Source: an optimization exercise on an open RTL-to-GDS flow (aim: a short achievable clock period and few clock cycles). Production flows keep margins and buffers that such runs may drop.
At most, simulation tests tie the RTL to the original design; equivalence was not proved.
Only the layout flow was run in runs 1 and 2; the RTL was not checked for function there.
Power is estimated from default activity; no workload was simulated.

==> design/flow/config.mk <==
export PLATFORM = sky130hd
export DESIGN_NAME = core
export DESIGN_NICKNAME = core
export VERILOG_FILES = /design/flow/design.v
export SDC_FILE = /design/flow/constraint.sdc
export NUM_CORES = 4
export LEC_CHECK = 0
export ABC_CLOCK_PERIOD_IN_PS = 3500
export CAP_MARGIN = 35
export CORE_MARGIN = 2
export CORE_UTILIZATION = 40
export PLACE_DENSITY = 0.6
export SETUP_SLACK_MARGIN = 5
export SLEW_MARGIN = 35
==> design/flow/constraint.sdc <==
create_clock -name core_clock -period 10.0 [get_ports {clk}]
set_input_delay 2.0000 -clock core_clock [delete_from_list [all_inputs] [get_ports {clk}]]
set_output_delay 2.0000 -clock core_clock [all_outputs]
set_load 0.01 [all_outputs]
==> design/flow/design.v <==
module core(
	input logic clk,
	input logic rst,
	output logic [31:0] imem_addr,
	input logic [31:0] imem_rdata,
	output logic [31:0] dmem_addr,
	output logic [31:0] dmem_wdata,
	output logic [3:0] dmem_wstrb,
	output logic dmem_ren,
	input logic [31:0] dmem_rdata
	);
	logic [31:0] fpc;
	logic        d_valid;
	logic [31:0] d_pc;
	logic        e_valid;
	logic [31:0] e_a, e_b, e_sd;
	logic [3:0]  fa, fb, fs;         
	logic [4:0]  e_rd;
	logic        e_we, e_load, e_store, e_branch, e_jalr, e_pred;
	logic [2:0]  e_f3;
	logic        e_sub;
	logic [6:0]  e_rsel;             
	logic        e_slt_s;            
	logic [1:0]  e_shk;              
	logic [31:0] e_pc4, e_alt;
	logic [31:0] m_res;
	logic [4:0]  m_rd;
	logic        m_we, m_load;
	logic [2:0]  m_f3;
	logic [31:0] m_wdata;
	logic [3:0]  m_wstrb;
	logic [31:0] w_res;
	logic [4:0]  w_rd;
	logic        w_we, w_load;
	logic [2:0]  w_f3;
	logic [1:0]  w_alow;
	logic [31:0] x_val;
	logic [31:0] rf [1:31];
	assign imem_addr  = fpc;
	assign dmem_addr  = m_res;
	assign dmem_wdata = m_wdata;
	assign dmem_wstrb = m_wstrb;
	assign dmem_ren   = m_load;
	logic [31:0] ld;
	logic [31:0] wb_val;
	always_comb begin
		logic [7:0] by;
		logic [15:0] hw;
		case (w_alow)
			2'd0: by = dmem_rdata[7:0];
			2'd1: by = dmem_rdata[15:8];
			2'd2: by = dmem_rdata[23:16];
			default: by = dmem_rdata[31:24];
		endcase
		case (w_alow)
			2'd0: hw = dmem_rdata[15:0];
			2'd1: hw = dmem_rdata[23:8];
			default: hw = dmem_rdata[31:16];
		endcase
		ld = 32'b0;
		case (w_f3)
			3'b000: ld = {{24{by[7]}}, by};
			3'b100: ld = {24'b0, by};
			3'b001: ld = (w_alow == 2'd3) ? {24'b0, by} : {{16{hw[15]}}, hw};
			3'b101: ld = (w_alow == 2'd3) ? {24'b0, by} : {16'b0, hw};
			3'b010: ld = dmem_rdata;
			default: ld = 32'b0;
		endcase
		wb_val = w_load ? ld : w_res;
	end
	always_ff @(posedge clk) begin
		if (w_we) rf[w_rd] <= wb_val;
	end
	logic [31:0] a, b, sd;
	assign a  = ({32{fa[0]}} & m_res) | ({32{fa[1]}} & w_res) | ({32{fa[2]}} & x_val) | ({32{fa[3]}} & e_a);
	assign b  = ({32{fb[0]}} & m_res) | ({32{fb[1]}} & w_res) | ({32{fb[2]}} & x_val) | ({32{fb[3]}} & e_b);
	assign sd = ({32{fs[0]}} & m_res) | ({32{fs[1]}} & w_res) | ({32{fs[2]}} & x_val) | ({32{fs[3]}} & e_sd);
	logic [32:0] sum33;
	logic [31:0] sum;
	assign sum33 = {1'b0, a} + {1'b0, b ^ {32{e_sub}}} + {32'b0, e_sub};
	assign sum = sum33[31:0];
	logic eq, ltu, lts;
	assign eq  = (a == b);
	assign ltu = ~sum33[32];
	assign lts = (a[31] ^ b[31]) ? a[31] : sum[31];
	logic [31:0] shl, shr;
	assign shl = a << b[4:0];
	assign shr = $unsigned($signed({e_shk[0] & a[31], a}) >>> b[4:0]);
	logic [31:0] res;
	assign res = ({32{e_rsel[0]}} & sum)
	           | {31'b0, e_rsel[1] & (e_slt_s ? lts : ltu)}
	           | ({32{e_rsel[2]}} & (a ^ b))
	           | ({32{e_rsel[3]}} & (a | b))
	           | ({32{e_rsel[4]}} & (a & b))
	           | ({32{e_rsel[5]}} & (e_shk[1] ? shr : shl))
	           | ({32{e_rsel[6]}} & e_pc4);
	logic taken;
	always_comb begin
		case (e_f3)
			3'b000: taken = eq;
			3'b001: taken = ~eq;
			3'b100: taken = lts;
			3'b101: taken = ~lts;
			3'b110: taken = ltu;
			default: taken = ~ltu;
		endcase
	end
	logic e_redir;
	logic [31:0] e_tgt;
	assign e_redir = e_valid & (e_jalr | (e_branch & (taken ^ e_pred)));
	assign e_tgt = e_jalr ? sum : e_alt;
	logic [3:0] st_strb;
	logic [31:0] st_data;
	always_comb begin
		st_strb = 4'b0000;
		case (e_f3[1:0])
			2'b00: st_strb = 4'b0001 << sum[1:0];
			2'b01: st_strb = (sum[1:0] == 2'd3) ? 4'b0000 : (4'b0011 << sum[1:0]);
			2'b10: st_strb = 4'b1111;
			default: st_strb = 4'b0000;
		endcase
		if (e_f3[2]) st_strb = 4'b0000;
		if (e_f3[1]) st_data = sd;
		else case (sum[1:0])
			2'd0: st_data = sd;
			2'd1: st_data = {sd[23:0], 8'b0};
			2'd2: st_data = {sd[15:0], 16'b0};
			default: st_data = {sd[7:0], 24'b0};
		endcase
	end
	logic [31:0] inst;
	assign inst = imem_rdata;
	logic [6:0] opc;
	logic [2:0] f3;
	logic [4:0] rs1, rs2, rd;
	assign opc = inst[6:0];
	assign f3  = inst[14:12];
	assign rs1 = inst[19:15];
	assign rs2 = inst[24:20];
	assign rd  = inst[11:7];
	logic is_op, is_opimm, is_lui, is_auipc, is_jal, is_jalr, is_br, is_ld, is_st;
	assign is_op    = opc == 7'b0110011;
	assign is_opimm = opc == 7'b0010011;
	assign is_lui   = opc == 7'b0110111;
	assign is_auipc = opc == 7'b0010111;
	assign is_jal   = opc == 7'b1101111;
	assign is_jalr  = opc == 7'b1100111;
	assign is_br    = opc == 7'b1100011;
	assign is_ld    = opc == 7'b0000011;
	assign is_st    = opc == 7'b0100011;
	logic use1, use2, b_is_rs2, wr;
	assign use1 = is_op | is_opimm | is_jalr | is_br | is_ld | is_st;
	assign b_is_rs2 = is_op | is_br;
	assign use2 = is_op | is_br | is_st;
	assign wr = (is_op | is_opimm | is_lui | is_auipc | is_jal | is_jalr | is_ld) & (rd != 5'd0);
	logic [31:0] imm_i, imm_s, imm_u, imm;
	assign imm_i = {{20{inst[31]}}, inst[31:20]};
	assign imm_s = {{20{inst[31]}}, inst[31:25], inst[11:7]};
	assign imm_u = {inst[31:12], 12'b0};
	assign imm = is_st ? imm_s : (is_lui | is_auipc) ? imm_u : imm_i;
	logic [31:0] r1, r2;
	assign r1 = (rs1 == 5'd0) ? 32'b0 : rf[rs1];
	assign r2 = (rs2 == 5'd0) ? 32'b0 : rf[rs2];
	logic m1, w1, x1, m2, w2, x2;
	assign m1 = e_valid & e_we & (e_rd == rs1);
	assign w1 = m_we & (m_rd == rs1);
	assign x1 = w_we & (w_rd == rs1);
	assign m2 = e_valid & e_we & (e_rd == rs2);
	assign w2 = m_we & (m_rd == rs2);
	assign x2 = w_we & (w_rd == rs2);
	logic [3:0] fa_n, f2_n;
	assign fa_n = use1 ? {~(m1 | w1 | x1), x1 & ~m1 & ~w1, w1 & ~m1, m1} : 4'b1000;
	assign f2_n = {~(m2 | w2 | x2), x2 & ~m2 & ~w2, w2 & ~m2, m2};
	logic hazard;
	assign hazard = (use1 & ((m1 & e_load) | (~m1 & w1 & m_load)))
	              | (use2 & ((m2 & e_load) | (~m2 & w2 & m_load)));
	logic alu_sub, alu_slt, alu_sltu, alu_xor, alu_or, alu_and, alu_sh, alu_add;
	logic is_alu;
	assign is_alu = is_op | is_opimm;
	assign alu_sub  = (is_op & f3 == 3'b000 & inst[30]) | (is_alu & (f3 == 3'b010 | f3 == 3'b011)) | is_br;
	assign alu_slt  = is_alu & (f3 == 3'b010 | f3 == 3'b011);
	assign alu_xor  = is_alu & f3 == 3'b100;
	assign alu_or   = is_alu & f3 == 3'b110;
	assign alu_and  = is_alu & f3 == 3'b111;
	assign alu_sh   = is_alu & (f3 == 3'b001 | f3 == 3'b101);
	assign alu_add  = (is_alu & f3 == 3'b000) | is_ld | is_st | is_lui | is_auipc;
	logic [20:0] off;
	assign off = is_jal ? {inst[31], inst[19:12], inst[20], inst[30:21], 1'b0}
	                    : {{8{inst[31]}}, inst[31], inst[7], inst[30:25], inst[11:8], 1'b0};
	logic [21:0] lo_sum;
	assign lo_sum = {1'b0, d_pc[20:0]} + {1'b0, off};
	logic [10:0] hi;
	always_comb begin
		case ({lo_sum[21], off[20]})
			2'b10: hi = d_pc[31:21] + 11'd1;
			2'b01: hi = d_pc[31:21] - 11'd1;
			default: hi = d_pc[31:21];
		endcase
	end
	logic [31:0] d_tgt, d_pc4;
	assign d_tgt = {hi, lo_sum[20:0]};
	assign d_pc4 = d_pc + 32'd4;
	logic d_pred;
	assign d_pred = is_br & inst[31];
	logic d_replay, d_redir;
	assign d_replay = d_valid & hazard;
	assign d_redir = d_valid & (hazard | is_jal | d_pred);
	always_ff @(posedge clk or negedge rst) begin
		if (!rst) begin
			fpc <= 32'h0000_8000;
			d_valid <= 1'b0;
			e_valid <= 1'b0;
			m_we <= 1'b0;
			m_load <= 1'b0;
			m_wstrb <= 4'b0;
			w_we <= 1'b0;
			w_load <= 1'b0;
		end else begin
			if (e_redir) fpc <= e_tgt;
			else if (d_redir) fpc <= hazard ? d_pc : d_tgt;
			else fpc <= fpc + 32'd4;
			d_valid <= ~(e_redir | d_redir);
			e_valid <= d_valid & ~e_redir & ~hazard;
			m_we <= e_valid & e_we;
			m_load <= e_valid & e_load;
			m_wstrb <= (e_valid & e_store) ? st_strb : 4'b0;
			w_we <= m_we;
			w_load <= m_load;
		end
	end
	always_ff @(posedge clk) begin
		d_pc <= fpc;
		e_a <= is_auipc ? d_pc : is_lui ? 32'b0 : r1;
		e_b <= b_is_rs2 ? r2 : imm;
		e_sd <= r2;
		fa <= fa_n;
		fb <= b_is_rs2 ? f2_n : 4'b1000;
		fs <= f2_n;
		e_rd <= rd;
		e_we <= wr;
		e_load <= is_ld;
		e_store <= is_st;
		e_branch <= is_br;
		e_jalr <= is_jalr;
		e_pred <= d_pred;
		e_f3 <= f3;
		e_sub <= alu_sub;
		e_rsel <= {is_jal | is_jalr, alu_sh, alu_and, alu_or, alu_xor, alu_slt, alu_add};
		e_slt_s <= ~f3[0];
		e_shk <= {f3[2], inst[30]};
		e_pc4 <= d_pc4;
		e_alt <= d_pred ? d_pc4 : d_tgt;
		m_res <= res;
		m_rd <= e_rd;
		m_f3 <= e_f3;
		m_wdata <= st_data;
		w_res <= m_res;
		w_rd <= m_rd;
		w_f3 <= m_f3;
		w_alow <= m_res[1:0];
		x_val <= wb_val;
	end
endmodule
==> design/flow/run.sh <==
#!/bin/bash
# synth_recipe.tcl (not shown) runs the flow's synth.tcl, then flattens the netlist and writes it again
# the make line also repeats each setting of config.mk as NAME=value (left out here)
make -C /OpenROAD-flow-scripts/flow DESIGN_CONFIG=/design/flow/config.mk WORK_HOME=/design/flow/orfs CLKGATE_MAP_FILE= SYNTH_SCRIPT=/design/flow/synth_recipe.tcl finish
==> results of run 1 <==
cell usage in the layout, fill, tap and decap left out, types with 23 or more instances in the layout:
master / synthesis / layout
mux2_2: 110 / 107
a31oi_1: 24 / 23
inv_1: 142 / 139
dfxtp_1: 371 / 363
o21ai_0: 225 / 209
xor2_1: 82 / 80
edfxtp_1: 992 / 992
nand2b_1: 27 / 26
a22oi_1: 246 / 243
nand3_1: 84 / 81
xnor2_1: 89 / 86
mux4_2: 438 / 438
clkdlybuf4s50_1: 0 / 148
nand2_1: 430 / 422
a221o_1: 53 / 53
a221oi_1: 66 / 66
dfrtp_1: 41 / 40
nor3_1: 73 / 57
clkbuf_16: 0 / 155
a211oi_1: 33 / 32
and3_1: 26 / 26
a21oi_1: 293 / 283
clkinv_1: 3 / 32
mux2i_1: 378 / 378
ha_1: 134 / 126
o22ai_2: 0 / 24
o221ai_1: 39 / 39
clkinv_2: 0 / 26
buf_4: 1 / 168
o211ai_1: 46 / 46
nor2_1: 243 / 209
nor2_4: 0 / 33
clkbuf_1: 287 / 29
final timing paths:
| check | to | cells past startpoint | startpoint |
|---|---|---|---|
| max | fpc[31] | 30 | imem_rdata[4] |
| min | w_f3[0] | 0 | m_f3[0] |
| max reg2reg | fpc[31] | 25 | d_pc[2] |
| min reg2reg | w_f3[0] | 0 | m_f3[0] |
| max in group asynchronous | w_load | 2 | rst |
| min in group asynchronous | fpc[21] | 2 | rst |
timing repair:
action                     CTS  global route
gates resized for setup    112            34
buffers inserted            22            19
setup endpoints to repair  108            66
pin swaps                   27            21
gates cloned                 2             3
area by class of cell:
type | count | area (sq um) | share of cell area, %
flip-flops and latches | 1405 | 38280 | 46.43
multi-input cells | 3459 | 31920 | 38.71
clock buffers | 187 | 3995 | 4.845
repair buffers | 375 | 3655 | 4.432
well taps | 2340 | 2928 | 3.551
clock inverters | 94 | 1091 | 1.323
inverters | 147 | 558.0 | 0.6768
diodes | 11 | 27.53 | 0.03338
power by group:
part	switching, mW	internal, mW	total [mW]
Sequential	0.542	6.58	7.12
Combinational	2.14	1.52	3.66
Clock	2.52	3.21	5.73
Total	5.20	11.3	16.5
sequential cells by signal, summed over array words and instances (netlist names), 7 cells and up:
name,cells
fpc,32
e_pc4,31
e_sd,32
w_res,31
m_res,32
e_a,32
e_alt,32
e_b,32
rf,992
e_rsel,7
x_val,32
d_pc,32
m_wdata,32
logic make-up after synthesis:
group	synth area share (%)
DFF	53.70
xor gates and xnor gates	2.102
buffers and inverters	3.025
AOI/OAI and AO/OA	11.55
muxes	20.89
and+or+nand+nor	6.286
adders and majority gates	2.437
per-layer routing:
metal,wire length (microns),GRT usage [%],up-vias
li1,-,-,21540
met1,103400,37.97,26590
met2,125700,45.63,3126
met3,25530,5.846,631
met4,15990,15.81,2
met5,13,0,-
cell usage after synthesis, drive strengths merged (74+ instances only):
master  instances  share of area [%]
edfxtp        992                 42
mux4          438                 14
nand2         430                2.3
mux2i         378                5.3
dfxtp         371                 10
a21oi         293                2.1
clkbuf        287                1.5
a22oi         246                2.6
nor2          243                1.3
o21ai         228                1.6
inv           144               0.76
ha            134                2.4
buf           119               0.74
mux2          110                1.7
xnor2          89                1.1
nand3          85               0.60
xor2           82                1.0
nor3           74               0.53
critical path: cells and delay by family:
kind / cells / cell delay (ns)
compound gates: 14 / 2.78
fa+ha+maj: 4 / 0.94
simple gates: 6 / 0.83
buf+inv: 3 / 0.20
mux: 3 / 0.59
==> results by group, run 1 <==
Logic synthesis
  – Warnings, synthesis: 1
  – Syn Area/Cell: 13.16 sq um
  – Cell variety after synth: 86
  – Dominant synthesized flop cell: edfxtp_1
  – Yosys reg bits: 1405
  – Syn Nets: 5619
  – Register area share after synthesis: 53.70%
  – FFs w/ async S/R, synth: 2.989%
  – Synth Instances: 5416
  – Synthesized area: 71260 sq um
  – Number of synthesized flops with an enable pin: 992

Routing
  – Initial DRT Pass Iterations: 7
  – Starting DRC count in detailed routing: 7348
  – Via count: 51890
  – WL final: 270600 microns
  – DRC viols: 0
  – Remaining antenna violation count after routing: 0
  – Drt wl/cell: 33.75 microns
  – Via density per instance: 6.472

Clock tree
  – Worst-skew pair later-pin latency: 0.82 ns
  – CTS root buf: clkbuf_16
  – CTS Buf Count: 152
  – Cts-stage hold buffer count: 0
  – CTS H-tree depth: 4
  – CTS Buffer Depth: 3
  – Worst-path clk slew: 0.06 ns
  – CTS tree: yes
  – Sink Count: 1405

GRT
  – Vias in the first global route: 49980
  – Gr ovfl total: 0
  – GR Util All Layers: 29.10%
  – Antenna violations before repair: 17
  – Pin count of the biggest net entering global routing: 88
  – Global-route wire length before repair: 375500 microns

Die
  – Number of cell rows: 154
  – IO Pins: 167
  – Die width: 426.1 microns
  – Starting Density: 40.37%
  – Core area: 176500 sq um
  – Die H: 426.1 microns
  – Die area: 181500 sq um

Timing
  – RSZ-0062 raised after global routing: yes
  – Final hold slack: 0.3308 ns
  – Final setup viols: 0
  – Worst-margin pin slew: 1.015 ns
  – Final Max Slew Viols: 0
  – Tmin final: 6.655 ns
  – Rel. slew slack: 32.35%
  – Clk_skew: 0.06769 ns
  – Final WS setup: 3.345 ns
  – Final hold vios: 0
  – Part of the cycle the worst path needs: 66.55%
  – Setup TNS Final: 0 ns
  – Max Clk Rate: 0.1503 GHz

Place
  – Placed cells: 7679
  – Port Buffers: 166
  – DP Area: 76390 sq um
  – Dpl ws: 1.095 ns
  – DP HPWL: 178400 microns
  – Global placer's final weighted congestion: 0.9724

Final layout
  – Fill cells: 15600
  – Nets: 5743
  – Fin area: 82460 sq um
  – Final core utilization: 46.72%
  – Share of cells above drive strength 1: 20.96%
  – Area grow syn2layout: 15.72%
  – Layout Cells excl Fill: 8018

Power
  – Total Power: 16.51 mW
  – Power density over cell area: 200.3 nW/um^2
  – Leakage power: 29.23 nW
  – Maximum vdd drop: 0.1590 mV

Worst setup path
  – Most frequent CP cell: o21ai_2
  – Critical-path top delay cell: a2111oi_4
  – Critical path type: in2reg
  – CP Data Arrival Time: 7.35 ns
  – Worst Path Max Fanout: 4
  – Critical Path Source Type: input port
  – Slowest stage delay, CP: 0.41 ns
  – Worst reg2reg setup slack: 4.72 ns
  – CP required: 10.69 ns
  – Crit end category: flop

Run status
  – Outcome: timing/DRC/antenna clean

Hold path
  – HP Class: reg2reg

Job
  – Max-cap violations: 0
==> run 2, diff against run 1 <==
--- a/design/flow/design.v
+++ b/design/flow/design.v
@@ -11,4 +11,7 @@
 	);
 	logic [31:0] fpc;
+	logic        btb_v, d_bp;      
+	logic [31:0] btb_pc, btb_tgt;
+	logic        e_bpfix;
 	logic        d_valid;
 	logic [31:0] d_pc;
@@ -108,5 +111,5 @@
 	logic e_redir;
 	logic [31:0] e_tgt;
-	assign e_redir = e_valid & (e_jalr | (e_branch & (taken ^ e_pred)));
+	assign e_redir = e_valid & (e_jalr | (e_branch & (taken ^ e_pred)) | e_bpfix);
 	assign e_tgt = e_jalr ? sum : e_alt;
 	logic [3:0] st_strb;
@@ -185,19 +188,19 @@
 	assign alu_sh   = is_alu & (f3 == 3'b001 | f3 == 3'b101);
 	assign alu_add  = (is_alu & f3 == 3'b000) | is_ld | is_st | is_lui | is_auipc;
-	logic [20:0] off;
-	assign off = is_jal ? {inst[31], inst[19:12], inst[20], inst[30:21], 1'b0}
-	                    : {{8{inst[31]}}, inst[31], inst[7], inst[30:25], inst[11:8], 1'b0};
-	logic [21:0] lo_sum;
-	assign lo_sum = {1'b0, d_pc[20:0]} + {1'b0, off};
-	logic [10:0] hi;
-	always_comb begin
-		case ({lo_sum[21], off[20]})
-			2'b10: hi = d_pc[31:21] + 11'd1;
-			2'b01: hi = d_pc[31:21] - 11'd1;
-			default: hi = d_pc[31:21];
-		endcase
-	end
-	logic [31:0] d_tgt, d_pc4;
-	assign d_tgt = {hi, lo_sum[20:0]};
+	logic [13:0] bl;
+	assign bl = {1'b0, d_pc[12:0]} + {1'b0, inst[31], inst[7], inst[30:25], inst[11:8], 1'b0};
+	logic [18:0] bh_p, bh_m, bh;
+	assign bh_p = d_pc[31:13] + 19'd1;
+	assign bh_m = d_pc[31:13] - 19'd1;
+	assign bh = (bl[13] & ~inst[31]) ? bh_p : (~bl[13] & inst[31]) ? bh_m : d_pc[31:13];
+	logic [21:0] jl;
+	assign jl = {1'b0, d_pc[20:0]} + {1'b0, inst[31], inst[19:12], inst[20], inst[30:21], 1'b0};
+	logic [10:0] jh_p, jh_m, jh;
+	assign jh_p = d_pc[31:21] + 11'd1;
+	assign jh_m = d_pc[31:21] - 11'd1;
+	assign jh = (jl[21] & ~inst[31]) ? jh_p : (~jl[21] & inst[31]) ? jh_m : d_pc[31:21];
+	logic [31:0] d_bt, d_jt, d_pc4;
+	assign d_bt = {bh, bl[12:0]};
+	assign d_jt = {jh, jl[20:0]};
 	assign d_pc4 = d_pc + 32'd4;
 	logic d_pred;
@@ -205,9 +208,12 @@
 	logic d_replay, d_redir;
 	assign d_replay = d_valid & hazard;
-	assign d_redir = d_valid & (hazard | is_jal | d_pred);
+	assign d_redir = d_valid & (hazard | is_jal | (d_pred & ~d_bp));
+	logic f_hit;
+	assign f_hit = btb_v & (fpc == btb_pc);
 	always_ff @(posedge clk or negedge rst) begin
 		if (!rst) begin
 			fpc <= 32'h0000_8000;
 			d_valid <= 1'b0;
+			btb_v <= 1'b0;
 			e_valid <= 1'b0;
 			m_we <= 1'b0;
@@ -218,6 +224,8 @@
 		end else begin
 			if (e_redir) fpc <= e_tgt;
-			else if (d_redir) fpc <= hazard ? d_pc : d_tgt;
+			else if (d_redir) fpc <= hazard ? d_pc : is_jal ? d_jt : d_bt;
+			else if (f_hit) fpc <= btb_tgt;
 			else fpc <= fpc + 32'd4;
+			if (d_valid & d_pred & ~d_bp) btb_v <= 1'b1;
 			d_valid <= ~(e_redir | d_redir);
 			e_valid <= d_valid & ~e_redir & ~hazard;
@@ -231,4 +239,10 @@
 	always_ff @(posedge clk) begin
 		d_pc <= fpc;
+		d_bp <= f_hit;
+		if (d_valid & d_pred & ~d_bp) begin
+			btb_pc <= d_pc;
+			btb_tgt <= d_bt;
+		end
+		e_bpfix <= d_bp & ~d_pred;
 		e_a <= is_auipc ? d_pc : is_lui ? 32'b0 : r1;
 		e_b <= b_is_rs2 ? r2 : imm;
@@ -250,5 +264,5 @@
 		e_shk <= {f3[2], inst[30]};
 		e_pc4 <= d_pc4;
-		e_alt <= d_pred ? d_pc4 : d_tgt;
+		e_alt <= (d_pred | d_bp) ? d_pc4 : d_bt;
 		m_res <= res;
 		m_rd <= e_rd;
==> run 2 against run 1 <==
Still clean on timing, DRC and antenna. First-iteration DRC count is 2.0% higher. Clock power is 8.4% higher. Combinational power hardly changed. Critical path depth is 18 lower. Maximum frequency is 33% higher. Sequential share of layout area is 0.29 points higher. Non-clock buffer count is 10 lower. Global-route usage is 0.21 points lower. Final cell count is 4.6% higher. Design area is 4.5% higher. Worst setup slack better by 1.7 ns. Critical path type unchanged. Highest routed layer unchanged.
==> results by group, run 2 <==
Timing
  – Max Clk Rate: 0.2003 GHz (+33%)
  – Setup TNS Final: 0 ns (unchanged)
  – Worst-margin pin slew: 0.9964 ns (-0.01827 ns)
  – Final setup viols: 0 (unchanged)
  – Part of the cycle the worst path needs: 49.93% (-17 points)
  – Final WS setup: 5.007 ns (+1.661 ns)
  – Tmin final: 4.993 ns (-1.661 ns)
  – RSZ-0062 raised after global routing: yes
  – Clk_skew: 0.04436 ns (-0.02333 ns)
  – Final hold vios: 0 (unchanged)
  – Final Max Slew Viols: 0 (unchanged)
  – Final hold slack: 0.3271 ns (-0.003639 ns)
  – Rel. slew slack: 33.36% (+1.0 points)

Power
  – Maximum vdd drop: 0.1979 mV (+24%)
  – Leakage power: 30.40 nW (+4.0%)
  – Power density over cell area: 199.2 nW/um^2 (-0.53%)

Final layout
  – Share of cells above drive strength 1: 19.41% (-1.6 points)
  – Area grow syn2layout: 15.64% (about the same)
  – Largest register by flop count: rf
  – Final core utilization: 46.51% (-0.21 points)
  – Max reg flops: 992 (unchanged)
  – Leading cell type in the layout, fill and taps excluded: edfxtp_1
  – Layout Cells excl Fill: 8390 (+4.6%)
  – Nets: 5969 (+3.9%)
  – Fill cells: 16310 (+4.6%)
  – Most frequent cells in the layout: edfxtp_1 (1055), mux4_2 (508), nand2_1 (471)

Routing
  – Remaining antenna violation count after routing: 0 (unchanged)
  – DRC viols: 0 (unchanged)
  – Drt wl/cell: 33.65 microns (-0.30%)
  – WL final: 282300 microns (+4.3%)
  – Via count: 54050 (+4.2%)
  – Initial DRT Pass Iterations: 6 (-1)
  – Starting DRC count in detailed routing: 7497 (+2.0%)
  – Via density per instance: 6.442 (-0.46%)

Clock tree
  – CTS H-tree depth: 4 (unchanged)
  – Worst-skew pair later-pin latency: 0.84 ns (+0.02 ns)
  – CTS Buffer Depth: 3 (unchanged)
  – Sink Count: 1471 (+4.7%)
  – CTS tree: yes
  – Worst-path clk slew: 0.06 ns (about the same)
  – CTS root buf: clkbuf_16
  – CTS Buf Count: 160 (+5.3%)

GRT
  – Antenna violations before repair: 18 (+1)
  – Pin count of the biggest net entering global routing: 117 (+33%)
  – Gr ovfl total: 0 (unchanged)
  – Global-route wire length before repair: 392000 microns (+4.4%)
  – GR Util All Layers: 28.89% (-0.21 points)
  – Vias in the first global route: 51950 (+3.9%)

Worst setup path
  – Buffers & Inverters on Critical Path: 3 (unchanged)
  – Critical Path Source Type: input port
  – Slowest stage delay, CP: 0.79 ns (+0.38 ns)
  – Critical path type: in2reg
  – Critical-path top delay cell: o21ai_0
  – Worst Path Max Fanout: 43 (+39)
  – CP Data Arrival Time: 5.69 ns (-1.66 ns)
  – Worst path top cell family by delay: compound AO/OA/AOI/OAI gates
  – Crit end category: flop
  – CP cell instances: clkdlybuf4s50_1 -> o21ai_0 -> nand2_1 -> o22ai_4 -> clkbuf_8 -> nand2b_4 -> o21a_1 -> buf_4 -> a211oi_1 -> a31oi_1 -> o21ai_1 -> mux2_4
  – CP required: 10.69 ns (about the same)

Logic synthesis
  – Yosys reg bits: 1471 (+4.7%)
  – Synth Instances: 5664 (+4.6%)
  – Dominant synthesized flop cell: edfxtp_1
  – Commonest cells in the netlist: edfxtp_1 (1055), mux4_2 (508), nand2_1 (474)
  – Syn Nets: 5867 (+4.4%)
  – Cell variety after synth: 85 (-1.2%)
  – Register area share after synthesis: 54.00% (+0.29 points)
  – Top-area cell type share of the netlist area: 42.53% (+0.72 points)
  – Syn Area/Cell: 13.15 sq um (about the same)
  – Most frequent cell after synthesis: edfxtp_1
  – Synth area leaders: edfxtp_1 (43%), mux4_2 (15%), dfxtp_1 (10%)
  – Warnings, synthesis: 1 (unchanged)
  – Synthesized area: 74500 sq um (+4.5%)
  – Largest area contributor in the netlist: edfxtp_1
  – Number of synthesized flops with an enable pin: 1055 (+6.4%)
  – FFs w/ async S/R, synth: 2.923% (-0.066 points)

Run status
  – Outcome: timing/DRC/antenna clean

Die
  – IO Pins: 167 (unchanged)
  – Core area: 185200 sq um (+4.9%)
  – Starting Density: 40.22% (-0.16 points)
  – Die H: 435.6 microns (+2.2%)
  – Die area: 189700 sq um (+4.5%)
  – Die width: 435.6 microns (+2.2%)
  – Number of cell rows: 158 (+2.6%)

Place
  – Placed cells: 8051 (+4.8%)
  – Global placer's final weighted congestion: 0.9965 (+2.5%)
  – Dpl ws: 3.653 ns (+2.559 ns)
  – Port Buffers: 166 (unchanged)
  – DP HPWL: 185500 microns (+4.0%)

Hold path
  – HP Class: reg2reg

Job
  – Max-cap violations: 0 (unchanged)
[run 2: what timing repair did]
item                       4_1_cts  5_1_grt
setup endpoints to repair       79      102
cloned                           5        6
hold endpoints to repair         0        0
gates resized for setup         66       45
setup buffers                   11        7
pin swaps                        5        8
hold buffers                     0        0
[run 2: final timing paths]
kind | start | end | slack, ns | cells after the start
hold / removal | m_f3[1] | w_f3[1] | 0.33 | 0
max in group asynchronous | rst | w_load | 8.00 | 2
hold reg to reg | m_f3[1] | w_f3[1] | 0.33 | 0
setup / recovery | imem_rdata[6] | fpc[24] | 5.01 | 12
min in group asynchronous | rst | btb_v | 1.34 | 2
setup reg to reg | fa[0] | fpc[9] | 5.09 | 14
[run 2: metrics by stage]
step,instance area (sq um),total power [mW]
6_report,86150,17.16
2_1_floorplan,74590,9.261
3_5_place_dp,79560,10.84
3_3_place_gp,79340,10.82
5_1_grt,86130,17.64
4_1_cts,85660,17.06
[run 2: area by class of cell]
cell class / count / area, sq um / share of cell area [%]
diodes: 6 / 15.01 / 0.01743
clock buffers: 209 / 4414 / 5.124
clock inverters: 91 / 1154 / 1.339
inverters: 119 / 456.7 / 0.5301
multi-input cells: 3649 / 32980 / 38.28
flip-flops and latches: 1471 / 40250 / 46.72
well taps: 2480 / 3103 / 3.602
repair buffers: 365 / 3779 / 4.386
[run 2: where the power goes]
group | internal [mW] | total [mW] | switching [mW]
clock | 3.60 | 6.21 | 2.61
combinational | 1.37 | 3.67 | 2.29
sequential | 6.86 | 7.28 | 0.422
[run 2: layer usage]
layer  global-route usage (%)  vias to the layer above  routed length (microns)
li1                         -                    22370                        -
met4                    16.89                       10                    18900
met1                    36.63                    27640                   105500
met5                        0                        -                       68
met3                    5.192                      761                    25140
met2                    46.46                     3276                   132700
[run 2: kinds of logic (layout without fill, tap and decap cells)]
group                      after synthesis  in the layout  synth area share [%]
DFF                                   1471           1471                 54.00
AOI/OAI and AO/OA                     1222           1223                 10.98
and+or+nand+nor                       1206           1206                 7.158
muxes                                  852            852                 20.03
buffers and inverters                  545            784                 2.791
xor gates and xnor gates               231            231                 2.716
adders and majority gates              137            137                 2.331
other                                    0              6                     0
==> run 3, diff against run 2 <==
--- a/design/flow/design.v
+++ b/design/flow/design.v
@@ -88,6 +88,8 @@
 	assign lts = (a[31] ^ b[31]) ? a[31] : sum[31];
 	logic [31:0] shl, shr;
+	logic [32:0] shr33;
 	assign shl = a << b[4:0];
-	assign shr = $unsigned($signed({e_shk[0] & a[31], a}) >>> b[4:0]);
+	assign shr33 = $signed({e_shk[0] & a[31], a}) >>> b[4:0];
+	assign shr = shr33[31:0];
 	logic [31:0] res;
 	assign res = ({32{e_rsel[0]}} & sum)
==> run 3 against run 2 <==
Register-to-register slack got worse by 0.07 ns. Count of clock-buffer cells in the layout rose by 8. Global-route usage rose by 0.10 points. Critical path depth rose by 2. Worst hold slack improved by 0.0025 ns. Clock skew rose by 0.024 ns.
==> results by group, run 3 <==
Die
  – Die H: 435.8 microns (about the same)
  – Die width: 435.8 microns (about the same)
  – Die area: 189900 sq um (about the same)
  – Core area: 185200 sq um (unchanged)
  – IO Pins: 167 (unchanged)
  – Starting Density: 40.26% (about the same)
  – Number of cell rows: 158 (unchanged)

Worst setup path
  – Critical path type: reg2reg
  – Critical-path top delay cell: a22oi_1
  – Slowest stage delay, CP: 0.52 ns (-0.27 ns)
  – CP Data Arrival Time: 5.69 ns (about the same)
  – Critical Path Source Type: flop
  – Critical Path Source: fa[3]
  – Worst r2r src: fa[3]
  – CP required: 10.71 ns (+0.02 ns)
  – Worst Path Max Fanout: 32 (-26%)
  – Crit end category: flop
  – CP cell instances: buf_4 -> a22oi_1 -> nand2_2 -> ha_1 -> nor4_1 -> nand4_1 -> nor2_1 -> xnor2_1 -> a221oi_1 -> o311ai_4 -> nor3b_2 -> and4bb_4 -> bufbuf_16 -> mux2i_1

Final layout
  – Most frequent cells in the layout: edfxtp_1 (1055), mux4_2 (511), nand2_1 (439)
  – Fill cells: 16330 (+0.11%)
  – Fin area: 85640 sq um (-0.59%)
  – Area grow syn2layout: 14.84%
  – Final core utilization: 46.23% (-0.27 points)
  – Share of cells above drive strength 1: 19.79% (+0.38 points)
  – Leading cell type in the layout, fill and taps excluded: edfxtp_1
  – Max reg flops: 992 (unchanged)
  – Nets: 5937 (-0.54%)
  – Largest register by flop count: rf

Routing
  – WL final: 282200 microns (about the same)
  – Drt wl/cell: 33.78 microns (+0.40%)
  – Initial DRT Pass Iterations: 9 (+3)
  – Via density per instance: 6.452 (+0.14%)
  – Remaining antenna violation count after routing: 0 (unchanged)
  – Starting DRC count in detailed routing: 7467 (-0.40%)
  – Via count: 53880 (-0.31%)
  – DRC viols: 0 (unchanged)

Logic synthesis
  – Syn Nets: 5832 (-0.60%)
  – Warnings, synthesis: 1 (unchanged)
  – Syn Area/Cell: 13.25 sq um (+0.72%)
  – Synthesized area: 74570 sq um (about the same)
  – Dominant synthesized flop cell: edfxtp_1
  – Number of synthesized flops with an enable pin: 1055 (unchanged)
  – Synth Instances: 5629 (-0.62%)
  – Largest area contributor in the netlist: edfxtp_1
  – Most frequent cell after synthesis: edfxtp_1
  – Top-area cell type share of the netlist area: 42.48% (about the same)
  – Cell variety after synth: 87 (+2.4%)
  – Commonest cells in the netlist: edfxtp_1 (1055), mux4_2 (511), nand2_1 (455)
  – Yosys reg bits: 1471 (unchanged)
  – Synth area leaders: edfxtp_1 (42%), mux4_2 (15%), dfxtp_1 (10%)
  – FFs w/ async S/R, synth: 2.923% (unchanged)
  – Register area share after synthesis: 53.94% (about the same)

Timing
  – RSZ-0062 raised after global routing: yes
  – Clk_skew: 0.06798 ns (+0.02363 ns)
  – Tmin final: 4.982 ns (-0.01182 ns)
  – Max Clk Rate: 0.2007 GHz (+0.24%)
  – Part of the cycle the worst path needs: 49.82% (-0.12 points)
  – Final hold slack: 0.3296 ns (+0.002501 ns)
  – Final hold vios: 0 (unchanged)
  – Setup TNS Final: 0 ns (unchanged)
  – Final Max Slew Viols: 0 (unchanged)
  – Rel. slew slack: 28.61% (-4.7 points)
  – Worst-margin pin slew: 1.063 ns (+0.06675 ns)
  – Final setup viols: 0 (unchanged)

Clock tree
  – CTS Buffer Depth: 3 (unchanged)
  – Cts-stage hold buffer count: 0 (unchanged)
  – CTS H-tree depth: 4 (unchanged)
  – Worst-skew pair later-pin latency: 0.84 ns (about the same)
  – Worst-path clk slew: 0.07 ns (about the same)
  – Sink Count: 1471 (unchanged)
  – CTS root buf: clkbuf_16
  – CTS tree: yes
  – CTS Buf Count: 157 (-1.9%)

GRT
  – Antenna violations before repair: 13 (-5)
  – Global-route wire length before repair: 394000 microns (+0.52%)
  – GR Util All Layers: 28.99% (+0.10 points)
  – Vias in the first global route: 52000 (+0.094%)
  – Gr ovfl total: 0 (unchanged)
  – Pin count of the biggest net entering global routing: 87 (-26%)

Place
  – Global placer's final weighted congestion: 0.9911 (-0.54%)
  – DP HPWL: 183400 microns (-1.1%)
  – DP Area: 79600 sq um (about the same)
  – Port Buffers: 166 (unchanged)

Hold path
  – Hold_sp: m_f3[1]
  – HP Class: reg2reg

Power
  – Total Power: 16.79 mW (-2.2%)
  – Maximum vdd drop: 0.1766 mV (-11%)
  – Leakage power: 30.19 nW (-0.69%)
  – Power density over cell area: 196.0 nW/um^2 (-1.6%)

Run status
  – Outcome: timing/DRC/antenna clean

Job
  – Max-cap violations: 0 (unchanged)
==> run 3: cell count changes after synthesis, moves of 14 or more <==
cell / previous run / this run
a221o_1: 48 / 66
mux2i_1: 323 / 340
o21ai_0: 218 / 200
nand2b_1: 51 / 25
o21ai_1: 3 / 25
buf_1: 89 / 72
xor2_1: 131 / 114
a31oi_1: 40 / 16
nand2_1: 474 / 455
xnor2_1: 100 / 114
mux2_2: 18 / 42
a22o_1: 27 / 9
==> run 3: final timing paths <==
| kind | end | slack, ns | depth (start not counted) |
|---|---|---|---|
| max | fpc[21] | 5.02 | 14 |
| min | w_f3[1] | 0.33 | 0 |
| max reg2reg | fpc[21] | 5.02 | 14 |
| min reg2reg | w_f3[1] | 0.33 | 0 |
| max in group asynchronous | w_load | 8.02 | 2 |
| min in group asynchronous | fpc[21] | 1.38 | 2 |
==> run 3: metal layers <==
layer | share of wire [%] | track usage (%) | routed length, microns
met4 | 6.5 | 16.45 | 18240
met1 | 37 | 37.41 | 105300
met5 | 0.014 | 0 | 39
met3 | 10 | 6.199 | 28860
met2 | 46 | 45.40 | 129800
==> run 3: final cells by class <==
| class | instances | area [sq um] | share of cell area, % |
|---|---|---|---|
| Antenna cell | 5 | 12.51 | 0.01461 |
| Clock buffer | 217 | 4264 | 4.979 |
| Clock inverter | 75 | 902.1 | 1.053 |
| Inverter | 122 | 461.7 | 0.5391 |
| Multi-Input combinational cell | 3619 | 33060 | 38.60 |
| Sequential cell | 1471 | 40250 | 47.00 |
| Tap cell | 2480 | 3103 | 3.623 |
| Timing Repair Buffer | 363 | 3587 | 4.189 |
==> run 3: cell families (layout without fill, tap and decap cells) <==
kind of cell    after synthesis  count (layout)  share of synthesized area, %
simple gates               1160            1160                         6.849
mux                         899             899                         20.72
xor+xnor                    228             228                         2.678
flops                      1471            1471                         53.94
buf+inv                     539             777                         2.775
compound gates             1194            1194                         10.69
other cells                   0               5                             0
fa+ha+maj                   138             138                         2.342
==> run 3: timing repair <==
| item | in CTS | in global routing |
|---|---|---|
| cloned | 5 | 2 |
| pin swaps | 5 | 10 |
| endpoints found under the setup margin | 99 | 85 |
| buffers inserted | 5 | 14 |
| resized for setup | 59 | 63 |
==> run 3: metrics by stage <==
stage / setup WS [ns] / std cells
6_report: 5.018 / 8352
5_1_grt: 4.936 / 8350
4_1_cts: 4.998 / 8329
3_5_place_dp: 3.658 / 8027
3_3_place_gp: 3.597 / 8023
2_1_floorplan: 4.950 / 5629
==> run 3: worst max-delay path: cells and delay by family (launching register included) <==
family | cells | cell delay, ns
AND/OR/NAND/NOR | 6 | 1.95
AO/OA/AOI/OAI | 3 | 1.21
buffers and inverters | 2 | 0.62
adder cells (fa/ha/maj) | 1 | 0.41
flip-flops | 1 | 0.30
multiplexers | 1 | 0.20
XOR/XNOR | 1 | 0.11
==> run 3: power by group <==
part | total (mW) | switching, mW | internal, mW | leakage (nW)
clock network | 5.87 | 2.56 | 3.31 | 2.49
registers | 7.34 | 0.468 | 6.87 | 13.4
logic | 3.58 | 2.23 | 1.35 | 14.3
Testbench counts of run 3, summed over its fixed seeds: cycles 33,886.

re-timing with driven ports:
The flow's constraints put no driver on any port. The routed layouts listed below were extracted and timed again, unchanged, in two steps. Step 1 assumes that a clkbuf_16 drives the clock port and a buf_2 every other input. Step 2 adds t to the input delays and takes it off the output delays; t is the mean of the earliest and latest rising clock arrival at the registers after step 1. Input paths then give back, and output paths get back, about the clock's delay inside the block. Three values: no drivers, after step 1, after step 2; two values: the first two.
run	t (ns)	setup WS [ns]	slew at the worst register clock pin (ns)	worst slew at a driven data input, ns	cell pins on the clock port's net
run 1	0.885	3.345 / 3.385 / 2.499	0.07 / 0.07	0.15	1
run 2	0.903	5.007 / 5.002 / 4.099	0.07 / 0.07	0.22	1
run 3	0.884	5.018 / 4.893 / 4.009	0.07 / 0.07	0.36	1
After both steps every run listed still meets setup and hold. The setup slack of run 3, which loses most, moves by -0.125 ns with the drivers and by -1.009 ns with both steps.
